This design comes from an exercise in tuning for small area on the open sky130 flow, not from production work.
Only simulation tests tie the RTL to the original design; equivalence was not proved.
Power figures rest on the tool's default switching activity, not on a simulated workload.

==> run E: inputs <==
Design clock, start of the top module:
module clock(
	clk,
	rst,
	rst_sw,
	stop,
	in_sw,
	lcd_rs,
	lcd_rw,
	lcd_e,
	lcd_data,
	led);
export LEC_CHECK = 0
export CAP_MARGIN = 20
export CORE_MARGIN = 2
export CORE_UTILIZATION = 40
export SLEW_MARGIN = 20
create_clock -name core_clock -period 25.0 [get_ports {clk}]
run.sh (not shown) runs the stock make flow with config.mk's settings and CLKGATE_MAP_FILE= SYNTH_SCRIPT=/design/flow/synth_recipe.tcl, a recipe that flattens the netlist after the stock synthesis.
==> inputs of run C, as changes to run E <==
- ABC_AREA: unset -> 1
==> summary of the runs <==
In run E the non-clock buffer count is higher than in run C, by 31.
Between run E and run C, the lower via count is in run C (gap about 1.8%, measured against run C).
Fmax: run E is higher than run C (about 2.8%).
Against run E, the sequential share of layout area of run C is higher by 0.99 points.
Of run E and run C, run E has the higher synthesized area (gap about 3.4%, measured against run C).
Against run C, the synthesized cell count of run E is smaller by 9.8%.
In run C the clock skew is higher than in run E, by 0.0057 ns.
Of run C and run E, run E has the higher register-to-register slack (gap 0.22 ns).
==> figures <==
item	run E	run C
Result of the run	timing/DRC/antenna clean	timing/DRC/antenna clean
Mapped Area	28700 µm²	27700 µm²
Vert. Die Dim	272 µm	267 µm
Min Tclk post-route	8.05 ns	8.27 ns
Flop pwr share	36.3%	42.3%
NumNets Final	3613	4060
Fraction of met1 tracks used by global routing	37.2%	36.6%
Seq/Total Area, Yosys	31.6%	32.7%
Net Count, Synth	3688	4068
Cell Count Post-Placement	4314	4743
Post-route clock period utilization	32.2%	33.1%
Fraction of synthesized cell area in xor and xnor cells	3.79%	2.87%
R2r worst-path depth	33	37
Fraction of area in multi-input gates	58.2%	53.1%
Distinct cell type count of the synthesized netlist	107	71
Fraction of the mapped netlist area in compound gates	23.1%	15.2%
Floorplan Core Area	71200 µm²	68600 µm²

* * *

==> inputs of build 51 <==
Another version of the RTL of clock (not shown whole).
==> flow/design.v (excerpt) <==
module clock(
	clk,
	rst,
	rst_sw,
	stop,
	in_sw,
	lcd_rs,
	lcd_rw,
	lcd_e,
	lcd_data,
	led);
==> module watch_date, before the edit <==
module watch_date (
	input	wire			clk, rst, en_day,
	input	wire			set_date,
	input	wire	[15:0]	ld_year,
	input	wire	[3:0]	ld_month,
	input	wire	[4:0]	ld_day,
	output	reg	[4:0]	max_date,
	output	reg	[15:0]	year,
	output	reg	[3:0]	month,
	output	reg	[4:0]	day,
	output	wire	[2:0]	week);
	wire	[3:0]	y3 = year[15:12], y2 = year[11:8], y1 = year[7:4], y0 = year[3:0];
	wire	low0	= (year[7:0] == 8'd0);
	wire	leap	= (low0 ? (~y2[0] & ~(y2[1] ^ y3[0])) : (~y0[0] & ~(y0[1] ^ y1[0])));
	always @(*) begin
		case (month)
			4'd1, 4'd3, 4'd5, 4'd7, 4'd8, 4'd10, 4'd12 : max_date = 5'd31;
			4'd2		:	max_date = {4'b1110, leap};
			4'd4, 4'd6, 4'd9, 4'd11 : max_date = 5'd30;
			default	:	max_date = 5'd0;
		endcase
	end
	wire			jf		= (month == 4'd1) | (month == 4'd2);
	wire	[6:0]	klo	= {y1, 3'b0} + {y1, 1'b0} + y0;
	wire	[3:0]	hi		= {y3[0], 3'b0} + {y3[2:0], 1'b0} + y2;		 
	wire			yzero	= low0 & (year[15:8] == 8'd0);
	reg	[6:0]	k;
	reg	[3:0]	j;
	always @(*) begin
		if (!jf) begin
			k = klo; j = hi;
		end
		else if (yzero) begin
			k = 7'd83; j = 4'd3;
		end
		else if (low0) begin
			k = 7'd99; j = hi - 1'b1;
		end
		else begin
			k = klo - 1'b1; j = hi;
		end
	end
	reg	[5:0]	mterm;
	always @(*) begin
		case (month)
			4'd0 : mterm = 6'd2;		4'd1 : mterm = 6'd36;
			4'd2 : mterm = 6'd39;	4'd3 : mterm = 6'd10;
			4'd4 : mterm = 6'd13;	4'd5 : mterm = 6'd15;
			4'd6 : mterm = 6'd18;	4'd7 : mterm = 6'd20;
			4'd8 : mterm = 6'd23;	4'd9 : mterm = 6'd26;
			4'd10: mterm = 6'd28;	4'd11: mterm = 6'd31;
			4'd12: mterm = 6'd33;	4'd13: mterm = 6'd36;
			4'd14: mterm = 6'd39;	default: mterm = 6'd41;
		endcase
	end
	wire	[4:0]	jc		= {j[3:2], 3'b0} - j[3:2] + {j[1:0], 1'b0};	 
	wire	[7:0]	wsum	= day + mterm + k + k[6:2] - jc;
	wire	[4:0]	f1		= wsum[7:6] + wsum[5:3] + wsum[2:0];
	wire	[3:0]	f2		= f1[4:3] + f1[2:0];
	assign	week	= (f2 >= 4'd7) ? f2 - 4'd7 : f2[2:0];
	reg	[15:0]	year_inc;
	always @(*) begin
		year_inc = year;
		if (y0 != 4'd9)			year_inc[3:0] = y0 + 1'b1;
		else begin
			year_inc[3:0] = 0;
			if (y1 != 4'd9)		year_inc[7:4] = y1 + 1'b1;
			else begin
				year_inc[7:4] = 0;
				if (y2 != 4'd9)	year_inc[11:8] = y2 + 1'b1;
				else begin
					year_inc[11:8] = 0;
					year_inc[15:12] = y3 + 1'b1;
				end
			end
		end
	end
	wire	dmax	= (day == max_date);
	wire	m12	= (month == 4'd12);
	always @(posedge clk or negedge rst) begin
		if (!rst) begin
			year <= 0; month <= 0; day <= 0;
		end
		else if (set_date) begin
			year <= ld_year; month <= ld_month; day <= ld_day;
		end
		else if (en_day) begin
			if (dmax) begin
				day <= 5'd1;
				if (m12) begin
					month <= 4'd1;
					year <= (year == 16'h9999) ? 16'h0001 : year_inc;
				end
				else
					month <= month + 1'b1;
			end
			else
				day <= day + 1'b1;
		end
	end
endmodule
export LEC_CHECK = 0
export ABC_AREA = 1
export CAP_MARGIN = 20
export CORE_MARGIN = 2
export CORE_UTILIZATION = 60
export CTS_CLUSTER_DIAMETER = 80
export CTS_CLUSTER_SIZE = 20
export GPL_TIMING_DRIVEN = 0
export SLEW_MARGIN = 20
create_clock -name core_clock -period 25.0 [get_ports {clk}]
==> trial 4: changes against build 51 <==
--- a/flow/design.v
+++ b/flow/design.v
@@ -195,4 +195,3 @@
 	end
-	wire	[4:0]	jc		= {j[3:2], 3'b0} - j[3:2] + {j[1:0], 1'b0};	 
-	wire	[7:0]	wsum	= day + mterm + k + k[6:2] - jc;
+	wire	[7:0]	wsum	= day + mterm + k + k[6:2] + j[3:2] - {j, 1'b0};
 	wire	[4:0]	f1		= wsum[7:6] + wsum[5:3] + wsum[2:0];
CORE_UTILIZATION = 40   (was 60)
CTS_CLUSTER_DIAMETER = 100   (was 80)
CTS_CLUSTER_SIZE = 24   (was 20)
==> build 49: changes against build 51 <==
CTS_CLUSTER_DIAMETER = 100   (was 80)
CTS_CLUSTER_SIZE = 24   (was 20)
==> notes <==
Between build 49 and trial 4, the lower non-clock buffer count is in trial 4 (gap 4).
Synthesized area: trial 4 is larger than build 49 (about 0.55%).
The highest clock power belongs to build 51, the lowest to build 49.
Sequential share of layout area, lowest first: trial 4, build 51, build 49.
The highest worst setup slack belongs to trial 4, the lowest to build 49.
Between trial 4 and build 51, the lower die area is in build 51 (gap 50%, measured against build 51).
Final area: trial 4 > build 51 > build 49.
Wire length: trial 4 is smaller than build 51 (0.71%).

## re-timing with driven ports
Ports are ideal in the flow. The routed layouts listed here were re-timed in OpenROAD. Step 1: set_driving_cell puts a clkbuf_16 on clk and a buf_2 on each other input, an assumption about the parent block. Step 2 moves the port delays by t, midway between the first and last clock arrival at a register: inputs arrive t later, outputs are due t later. That takes back most of the time a late clock gives input paths. Slacks: ideal / step 1 / step 2; pairs: ideal / step 1.
| run | t (ns) | setup slack, ns | hold WS [ns] | pins driven straight from the clock port |
|---|---|---|---|---|
| run E | 0.656 | 16.952 / 16.952 / 16.952 | 0.350 / 0.350 / 0.350 | 1 |
| run C | 0.640 | 16.729 / 16.729 / 16.729 | 0.346 / 0.346 / 0.346 | 1 |
| build 51 | 0.651 | 14.716 / 14.716 / 14.716 | 0.331 / 0.331 / 0.331 | 1 |
| trial 4 | 0.628 | 15.152 / 15.152 / 15.152 | 0.333 / 0.333 / 0.333 | 1 |
| build 49 | 0.619 | 14.696 / 14.696 / 14.696 | 0.333 / 0.333 / 0.333 | 1 |
After both steps every run listed still meets setup and hold.
